From an optimization exercise on the open Yosys and OpenROAD flow, aimed at small area, a short achievable clock period and few clock cycles per item; shortcuts taken in it are not production practice.
Where RTL was checked, it was by simulation tests only, not by an equivalence proof against the original.
Power and IR drop assume default switching activity.

==> inputs of run a <==
==> flow/design.v (excerpt) <==
module systolic_array_controller (
	input clk,
	input rst_n,
	input [3:0] a11, a12, a21, a22,
	input [3:0] b11, b12, b21, b22,
	input in_valid,
	output logic [8:0] c11, c12, c21, c22,
	output logic out_valid
);
==> module systolic_array_controller, before the edit <==
module systolic_array_controller (
	input clk,
	input rst_n,
	input [3:0] a11, a12, a21, a22,
	input [3:0] b11, b12, b21, b22,
	input in_valid,
	output logic [8:0] c11, c12, c21, c22,
	output logic out_valid
);
logic [8:0]  p11, p12, p21, p22;
always_ff @(posedge clk or negedge rst_n) begin
	if (~rst_n) out_valid <= 1'b0;
	else        out_valid <= in_valid;
end
mac2 i_mac11 (.x1(a11), .y1(b11), .x2(a12), .y2(b21), .c(p11));
mac2 i_mac12 (.x1(a11), .y1(b12), .x2(a12), .y2(b22), .c(p12));
mac2 i_mac21 (.x1(a21), .y1(b11), .x2(a22), .y2(b21), .c(p21));
mac2 i_mac22 (.x1(a21), .y1(b12), .x2(a22), .y2(b22), .c(p22));
always_ff @(posedge clk) begin
	{c11, c12, c21, c22} <= {p11, p12, p21, p22};
end
endmodule
==> module fa3, before the edit <==
module fa3 (input a, b, c, output s, co);
assign s  = a ^ b ^ c;
assign co = (a & b) | (a & c) | (b & c);
endmodule
==> module ha2, before the edit <==
module ha2 (input a, b, output s, co);
assign s  = a ^ b;
assign co = a & b;
endmodule
==> module mac2, before the edit <==
module mac2 (
	input  [3:0] x1, y1, x2, y2,
	output [8:0] c
);
wire k0, s1, k1, k2, s3, k3, s4, k4, s5, k5, k6, s7, k7, s8, k8, s9, k9, s10, k10, s11, k11, k12, s13, k13, s14, k14, s15, k15, s16, k16, s17, k17, k18, s19, k19, s20, k20, s21, k21, s22, k22, k23, s24, k24, s25, k25, k26;
ha2 u0 (.a((x1[0] & y1[0])), .b((x2[0] & y2[0])), .s(c[0]), .co(k0));
fa3 u1 (.a((x1[0] & y1[1])), .b((x1[1] & y1[0])), .c((x2[0] & y2[1])), .s(s1), .co(k1));
fa3 u2 (.a((x2[1] & y2[0])), .b(k0), .c(s1), .s(c[1]), .co(k2));
fa3 u3 (.a((x1[0] & y1[2])), .b((x1[1] & y1[1])), .c((x1[2] & y1[0])), .s(s3), .co(k3));
fa3 u4 (.a((x2[0] & y2[2])), .b((x2[1] & y2[1])), .c((x2[2] & y2[0])), .s(s4), .co(k4));
fa3 u5 (.a(k1), .b(s3), .c(s4), .s(s5), .co(k5));
ha2 u6 (.a(k2), .b(s5), .s(c[2]), .co(k6));
fa3 u7 (.a((x1[0] & y1[3])), .b((x1[1] & y1[2])), .c((x1[2] & y1[1])), .s(s7), .co(k7));
fa3 u8 (.a((x1[3] & y1[0])), .b((x2[0] & y2[3])), .c((x2[1] & y2[2])), .s(s8), .co(k8));
fa3 u9 (.a((x2[2] & y2[1])), .b((x2[3] & y2[0])), .c(k3), .s(s9), .co(k9));
fa3 u10 (.a(k4), .b(s7), .c(s8), .s(s10), .co(k10));
fa3 u11 (.a(k5), .b(s9), .c(s10), .s(s11), .co(k11));
ha2 u12 (.a(k6), .b(s11), .s(c[3]), .co(k12));
fa3 u13 (.a((x1[1] & y1[3])), .b((x1[2] & y1[2])), .c((x1[3] & y1[1])), .s(s13), .co(k13));
fa3 u14 (.a((x2[1] & y2[3])), .b((x2[2] & y2[2])), .c((x2[3] & y2[1])), .s(s14), .co(k14));
fa3 u15 (.a(k7), .b(k8), .c(s13), .s(s15), .co(k15));
fa3 u16 (.a(s14), .b(k9), .c(k10), .s(s16), .co(k16));
fa3 u17 (.a(s15), .b(k11), .c(s16), .s(s17), .co(k17));
ha2 u18 (.a(k12), .b(s17), .s(c[4]), .co(k18));
fa3 u19 (.a((x1[2] & y1[3])), .b((x1[3] & y1[2])), .c((x2[2] & y2[3])), .s(s19), .co(k19));
fa3 u20 (.a((x2[3] & y2[2])), .b(k13), .c(k14), .s(s20), .co(k20));
fa3 u21 (.a(s19), .b(k15), .c(s20), .s(s21), .co(k21));
fa3 u22 (.a(k16), .b(s21), .c(k17), .s(s22), .co(k22));
ha2 u23 (.a(k18), .b(s22), .s(c[5]), .co(k23));
fa3 u24 (.a((x1[3] & y1[3])), .b((x2[3] & y2[3])), .c(k19), .s(s24), .co(k24));
fa3 u25 (.a(k20), .b(s24), .c(k21), .s(s25), .co(k25));
fa3 u26 (.a(s25), .b(k22), .c(k23), .s(c[6]), .co(k26));
fa3 u27 (.a(k24), .b(k25), .c(k26), .s(c[7]), .co(c[8]));
endmodule
make LEC_CHECK=0 CAP_MARGIN=20 CORE_MARGIN=2 CORE_UTILIZATION=40 SLEW_MARGIN=20 SYNTH_HIERARCHICAL=1 SYNTH_MINIMUM_KEEP_SIZE=0 finish   # period 5.0 ns
run.sh (not shown) runs the stock make flow with config.mk's settings and CLKGATE_MAP_FILE= SYNTH_SCRIPT=/design/flow/synth_recipe.tcl, a recipe that flattens the netlist after the stock synthesis.
==> run b (differences from run a) <==
--- a/flow/design.v
+++ b/flow/design.v
@@ -54,14 +54,17 @@
 	output logic out_valid
 );
+logic        v_q;
+logic [3:0]  x11, x12, x21, x22, y11, y12, y21, y22;
 logic [8:0]  p11, p12, p21, p22;
 always_ff @(posedge clk or negedge rst_n) begin
-	if (~rst_n) out_valid <= 1'b0;
-	else        out_valid <= in_valid;
+	if (~rst_n) {out_valid, v_q} <= 2'b00;
+	else        {out_valid, v_q} <= {v_q, in_valid};
 end
-mac2 i_mac11 (.x1(a11), .y1(b11), .x2(a12), .y2(b21), .c(p11));
-mac2 i_mac12 (.x1(a11), .y1(b12), .x2(a12), .y2(b22), .c(p12));
-mac2 i_mac21 (.x1(a21), .y1(b11), .x2(a22), .y2(b21), .c(p21));
-mac2 i_mac22 (.x1(a21), .y1(b12), .x2(a22), .y2(b22), .c(p22));
+mac2 i_mac11 (.x1(x11), .y1(y11), .x2(x12), .y2(y21), .c(p11));
+mac2 i_mac12 (.x1(x11), .y1(y12), .x2(x12), .y2(y22), .c(p12));
+mac2 i_mac21 (.x1(x21), .y1(y11), .x2(x22), .y2(y21), .c(p21));
+mac2 i_mac22 (.x1(x21), .y1(y12), .x2(x22), .y2(y22), .c(p22));
 always_ff @(posedge clk) begin
+	{x11, x12, x21, x22, y11, y12, y21, y22} <= {a11, a12, a21, a22, b11, b12, b21, b22};
 	{c11, c12, c21, c22} <= {p11, p12, p21, p22};
 end
Settings changed: SETUP_SLACK_MARGIN set to 1.5.
==> run c (differences from run a) <==
==> flow/design.v (replaced) <==
`timescale 1ns / 1ps
`timescale 1ns / 1ps
`timescale 1ns / 1ps
`timescale 1ns / 1ps
module systolic_array_controller (
	input clk,
	input rst_n,
	input [3:0] a11, a12, a21, a22,
	input [3:0] b11, b12, b21, b22,
	input in_valid,
	output logic [8:0] c11, c12, c21, c22,
	output logic out_valid
);
always_ff @(posedge clk or negedge rst_n) begin
	if (~rst_n) out_valid <= 1'b0;
	else        out_valid <= in_valid;
end
always_ff @(posedge clk) begin
	c11 <= 9'(a11 * b11) + 9'(a12 * b21);
	c12 <= 9'(a11 * b12) + 9'(a12 * b22);
	c21 <= 9'(a21 * b11) + 9'(a22 * b21);
	c22 <= 9'(a21 * b12) + 9'(a22 * b22);
end
endmodule
Settings changed: SYNTH_HIERARCHICAL 1 to unset, SYNTH_MINIMUM_KEEP_SIZE 0 to unset.
==> run d (differences from run a) <==
==> flow/design.v (replaced) <==
`timescale 1ns / 1ps
`timescale 1ns / 1ps
`timescale 1ns / 1ps
`timescale 1ns / 1ps
module systolic_array_controller (
	input clk,
	input rst_n,
	input [3:0] a11, a12, a21, a22,
	input [3:0] b11, b12, b21, b22,
	input in_valid,
	output logic [8:0] c11, c12, c21, c22,
	output logic out_valid
);
logic        v_q;
logic [3:0]  x11, x12, x21, x22, y11, y12, y21, y22;
always_ff @(posedge clk or negedge rst_n) begin
	if (~rst_n) {out_valid, v_q} <= 2'b00;
	else        {out_valid, v_q} <= {v_q, in_valid};
end
always_ff @(posedge clk) begin
	{x11, x12, x21, x22, y11, y12, y21, y22} <= {a11, a12, a21, a22, b11, b12, b21, b22};
	c11 <= 9'(x11 * y11) + 9'(x12 * y21);
	c12 <= 9'(x11 * y12) + 9'(x12 * y22);
	c21 <= 9'(x21 * y11) + 9'(x22 * y21);
	c22 <= 9'(x21 * y12) + 9'(x22 * y22);
end
endmodule
Settings changed: SYNTH_HIERARCHICAL 1 to unset, SYNTH_MINIMUM_KEEP_SIZE 0 to unset.
==> run summary <==
- Outcome: timing/DRC/antenna clean
- Largest net degree at the start of global routing: 13
- Power in combinational cells: 785 uW
- Dpl hpwl: 6.60 mm
- Sequential Area: 1490 um^2
- Share of total power in combinational logic: 37.8%
- Top cells by count, synth: 128 x and2_1, 92 x fa_1, 68 x dfxtp_1, 20 x ha_1, 2 x dfrtp_1
- Layout cell share with drive strength beyond 1: 22.7%
- Post-placement cell area: 5240 um^2
- #MultiIn Comb: 240
The numbers above come from run b.

==> run summary <==
- Sequential Area: 746 um^2
- Signal buf overhead: 15.0%
- Power in combinational cells: 1420 uW
- Outcome: timing/DRC/antenna clean
- Largest net degree at the start of global routing: 11
- Worst-case clock buffer depth: 2
- #MultiIn Comb: 382
- PortBufs: 71
- Top cells by count, synth: 130 x inv_1, 96 x and2_1, 84 x ha_1, 72 x fa_1, 36 x dfxtp_1
- Dpl hpwl: 9.02 mm
- Ys flop type: dfxtp_1
The numbers above come from run c.

==> run summary <==
- Part of the power in registers: 31.3%
- Number of flip-flops and latches: 37
- Sequential Area: 746 um^2
- Multi-input combinational area share: 62.2%
- Worst path arrival time: 5050 ps
- Multiplexer share of the synthesized area: 0%
- Outcome: timing/DRC/antenna clean
- Power in combinational cells: 763 uW
- Slew headroom: 78.7%
- Fin area: 4650 um^2
- Layout cell share with drive strength beyond 1: 3.84%
- Dpl hpwl: 5.80 mm
- Share of total power in combinational logic: 54.1%
- Leak pwr: 0.00212 uW
- Top cells by count, synth: 128 x and2_1, 92 x fa_1, 36 x dfxtp_1, 20 x ha_1, 1 x dfrtp_1
- Largest net degree at the start of global routing: 11
- P&R area growth vs syn: 27.9%
- Post-placement cell area: 4550 um^2
- #MultiIn Comb: 240
The numbers above come from run a.

==> run summary <==
- Most frequent cells in the layout: 130 x inv_1, 96 x and2_1, 84 x ha_1, 72 x fa_1, 71 x clkdlybuf4s50_1
- Dpl hpwl: 9.56 mm
- Sequential Area: 1410 um^2
- Ys async rst share: 2.86%
- WP depth: 12
- Outcome: timing/DRC/antenna clean
- Top cells by count, synth: 130 x inv_1, 96 x and2_1, 84 x ha_1, 72 x fa_1, 68 x dfxtp_1
- #MultiIn Comb: 382
- Power in combinational cells: 1320 uW
- Post-synthesis adder-cell area fraction: 43.0%
- Layout cell share with drive strength beyond 1: 2.69%
- Total GRT Usage: 16.6%
- Sequential cell area share: 20.1%
- Largest net degree at the start of global routing: 14
- Post-placement cell area: 6740 um^2
- Share of total power in combinational logic: 49.0%
The numbers above come from run d.

Testbench counts of run c, summed over its fixed seeds: cycles 1,208, items 1,200.
Testbench counts of run d, summed over its fixed seeds: cycles 1,216, items 1,200.
Only the layout flow was run in run a and run b; the RTL was not checked for function there.


==> 09-15 <==
Another version of the RTL of systolic_array_controller (not shown whole).
clock: 5.0 ns
lec_check: 0
cap_margin: 20
core_margin: 2
core_utilization: 40
slew_margin: 20
synth_hierarchical: 1
synth_minimum_keep_size: 0
==> 10-21 (differences from 09-15) <==
==> flow/flow/run.sh (new file) <==
#!/bin/bash
# Own layout flow: the standard layout (standard.sh), with the port buffers
# made from sky130_fd_sc_hd__buf_1 instead of the resizer's default choice.
# make's full output (yosys, openroad, ...) goes to make_finish.log here; ORFS
# keeps each step's own log under orfs/logs/.
set -euo pipefail
export BUFFER_PORTS_ARGS="-buffer_cell sky130_fd_sc_hd__buf_1"
bash standard.sh finish > make_finish.log 2>&1
==> flow/standard.sh (new file) <==
#!/bin/bash
# synth_recipe.tcl (not shown) runs the flow's synth.tcl, then flattens the netlist and writes it again
# the make line also repeats each setting of config.mk as NAME=value (left out here)
make -C /OpenROAD-flow-scripts/flow DESIGN_CONFIG=/design/flow/config.mk WORK_HOME=/design/flow/orfs CLKGATE_MAP_FILE= SYNTH_SCRIPT=/design/flow/synth_recipe.tcl "${@:-finish}"
removed: flow/run.sh
==> run summary <==
- The signal on the critical path passes through fa_1 > fa_1 > fa_1 > ha_1 > and4_1 > a31oi_1 > xnor2_1.
- At the end of the flow the core is filled with cells to 0.469.
- After detailed routing, the wire length on met1 is 4820 µm.
- The worst path setup slack after routing is 2.45 ns.
- The run finished with no timing, DRC or antenna violations.
- In the detailed route, the total length drawn on met3 is 541 µm.
- The fraction of met1 tracks used by global routing is 0.220.
- Of the total power, registers draw 0.436.
- The worst-case hold slack is 0.361 ns.
- The number of global-route vias before repair is 3460.
- The type of the worst setup path is flop to flop.
- STA classifies the critical path startpoint as a flop.
- The global routing met2 resource utilization is 0.248.
(the above is from 10-21)
==> run summary <==
- The signal on the critical path passes through clkdlybuf4s50_1 > and2_1 > fa_1 > fa_1.
- The worst-case hold slack is 0.352 ns.
- After detailed routing, the wire length on met1 is 5070 µm.
- For this run, global-route usage on met1 was measured as 0.223.
- The type of the worst setup path is primary input to flop.
- The run finished with no timing, DRC or antenna violations.
- For met2 alone, demand over resource in global routing was 0.253.
- Once routing completed, OpenROAD measured the worst setup slack at 2.36 ns.
- For this run, the share of the core covered by cells in the final layout is 0.506.
- Detailed routing placed a total of 498 µm of wire on met3.
(the above is from 09-15)
Function was not checked in any run of this note: the RTL went through the layout flow alone.


==> raven: inputs <==
Another version of the RTL of systolic_array_controller (not shown whole).
Design systolic_array_controller, start of the top module:
module systolic_array_controller (
	input clk,
	input rst_n,
	input [3:0] a11, a12, a21, a22,
	input [3:0] b11, b12, b21, b22,
	input in_valid,
	output logic [8:0] c11, c12, c21, c22,
	output logic out_valid
);
clock: 5.0 ns
lec_check: 0
cap_margin: 20
core_margin: 2
core_utilization: 65
cts_buf_list: sky130_fd_sc_hd__clkbuf_8
slew_margin: 20
synth_hierarchical: 1
synth_minimum_keep_size: 0
standard.sh (not shown) runs the stock make flow with config.mk's settings and CLKGATE_MAP_FILE= SYNTH_SCRIPT=/design/flow/synth_recipe.tcl, a recipe that flattens the netlist after the stock synthesis.
==> flow/flow/run.sh <==
#!/bin/bash
# Own layout flow: the standard layout (standard.sh), with smaller port
# buffers than the resizer's default choice: sky130_fd_sc_hd__buf_2 on the inputs
# (each drives eight gates) and, through flow/ports.tcl after global placement,
# sky130_fd_sc_hd__buf_1 on the outputs.
# make's full output (yosys, openroad, ...) goes to make_finish.log here; ORFS
# keeps each step's own log under orfs/logs/.
set -euo pipefail
export BUFFER_PORTS_ARGS="-buffer_cell sky130_fd_sc_hd__buf_2"
export POST_GLOBAL_PLACE_TCL="$PWD/flow/ports.tcl"
bash standard.sh finish > make_finish.log 2>&1
==> flow/flow/ports.tcl <==
# Runs after global placement (POST_GLOBAL_PLACE_TCL).  buffer_ports gave every
# port a sky130_fd_sc_hd__buf_2; the output ports' buffers only drive the pin
# load, so they become sky130_fd_sc_hd__buf_1 (detailed placement legalizes).
set n 0
foreach inst [[ord::get_db_block] getInsts] {
  if {[string match "output*" [$inst getName]] && [[$inst getMaster] getName] eq "sky130_fd_sc_hd__buf_2"} {
    replace_cell [$inst getName] sky130_fd_sc_hd__buf_1
    incr n
  }
}
puts "ports.tcl: $n output buffers are now sky130_fd_sc_hd__buf_1"
==> yarrow (differences from raven) <==
==> flow/flow/run.sh (replaced) <==
#!/bin/bash
# Own layout flow: the standard layout (standard.sh), with smaller port
# buffers than the resizer's default choice: sky130_fd_sc_hd__buf_4 on the inputs
# (each drives eight gates) and, through flow/ports.tcl after global placement,
# sky130_fd_sc_hd__buf_1 on the outputs.
# make's full output (yosys, openroad, ...) goes to make_finish.log here; ORFS
# keeps each step's own log under orfs/logs/.
set -euo pipefail
export BUFFER_PORTS_ARGS="-buffer_cell sky130_fd_sc_hd__buf_4"
export POST_GLOBAL_PLACE_TCL="$PWD/flow/ports.tcl"
bash standard.sh finish > make_finish.log 2>&1
==> flow/flow/ports.tcl (replaced) <==
# Runs after global placement (POST_GLOBAL_PLACE_TCL).  buffer_ports gave every
# port a sky130_fd_sc_hd__buf_4; the output ports' buffers only drive the pin
# load, so they become sky130_fd_sc_hd__buf_1 (detailed placement legalizes).
set n 0
foreach inst [[ord::get_db_block] getInsts] {
  if {[string match "output*" [$inst getName]] && [[$inst getMaster] getName] eq "sky130_fd_sc_hd__buf_4"} {
    replace_cell [$inst getName] sky130_fd_sc_hd__buf_1
    incr n
  }
}
puts "ports.tcl: $n output buffers are now sky130_fd_sc_hd__buf_1"
==> run summary <==
Between yarrow and raven, the lower utilization is in raven (gap 0.89 points). Sequential power is about the same in yarrow and raven. Against yarrow, the design area of raven is lower by about 1.2%. Of raven and yarrow, raven has the higher via count (gap 0.48%, measured against yarrow). Of yarrow and raven, yarrow has the higher clock skew (gap 0.0047 ns). Between raven and yarrow, the lower global-route usage is in yarrow (gap 1.2 points). Sequential cell count is the same in raven and yarrow.
==> figures <==
quantity	yarrow	raven
Internal power	0.001656 W	0.001698 W
Instance area after placement	5421 um2	5336 um2
All-Layer GR Usage	23.72%	24.91%
Arrival @ worst endpoint	2.69 ns	2.76 ns
Post-detailed-routing wire length	8529 um	8907 um
Worst flop-to-flop path endpoint	c21[7]	c22[8]
Max Fclk	0.4088 GHz	0.3982 GHz
Hold WS	0.3851 ns	0.3832 ns
Fraction of final layout cells with drive strength greater than 1	12.07%	11.87%
Routed length on met1	3362 um	3418 um
Met3 Use GR	4.684%	4.848%
Data required time at the worst endpoint	5.24 ns	5.25 ns
WL met3	488 um	498 um
Share of the final layout cell area in sequential cells	35.26%	35.69%
Starting DRT DRC Count	134	139
Run status	finished clean	finished clean
Testbench counts of raven, summed over its fixed seeds: cycles 1,216, items 1,200.
Testbench counts of yarrow, summed over its fixed seeds: cycles 1,216, items 1,200.

==> afterwards: timing with drivers on the ports <==
The flow's constraints put no driver on any port. The routed layouts listed below were extracted and timed again, unchanged, in two steps.
Step 1 (the two cells are an assumption about what drives the block):
set clk [get_ports {clk}]
set_driving_cell -lib_cell sky130_fd_sc_hd__clkbuf_16 $clk
set_driving_cell -lib_cell sky130_fd_sc_hd__buf_2 [delete_from_list [all_inputs] $clk]
Step 2 adds t to the input delays and takes it off the output delays; t is the mean of the earliest and latest rising clock arrival at the registers after step 1. Input paths then give back, and output paths get back, about the clock's delay inside the block.
Three values: no drivers, after step 1, after step 2; two values: the first two.
run | shift t [ns] | setup slack, ns | worst slew at a driven data input, ns
run a | 0.317 | 0.124 / 0.133 / -0.183 | 0.04
run b | 0.385 | 1.170 / 1.170 / 1.170 | 0.04
run c | 0.320 | 0.163 / 0.175 / -0.145 | 0.04
run d | 0.387 | 0.967 / 0.967 / 0.967 | 0.04
09-15 | 0.388 | 2.357 / 2.375 / 1.987 | 0.04
10-21 | 0.387 | 2.452 / 2.452 / 2.360 | 0.06
raven | 0.396 | 2.488 / 2.482 / 2.087 | 0.06
yarrow | 0.393 | 2.554 / 2.550 / 2.158 | 0.06
With both steps, setup timing fails in run a and run c, where it was met with ideal ports. The setup slack of raven, which loses most, moves by -0.006 ns with the drivers and by -0.401 ns with both steps.
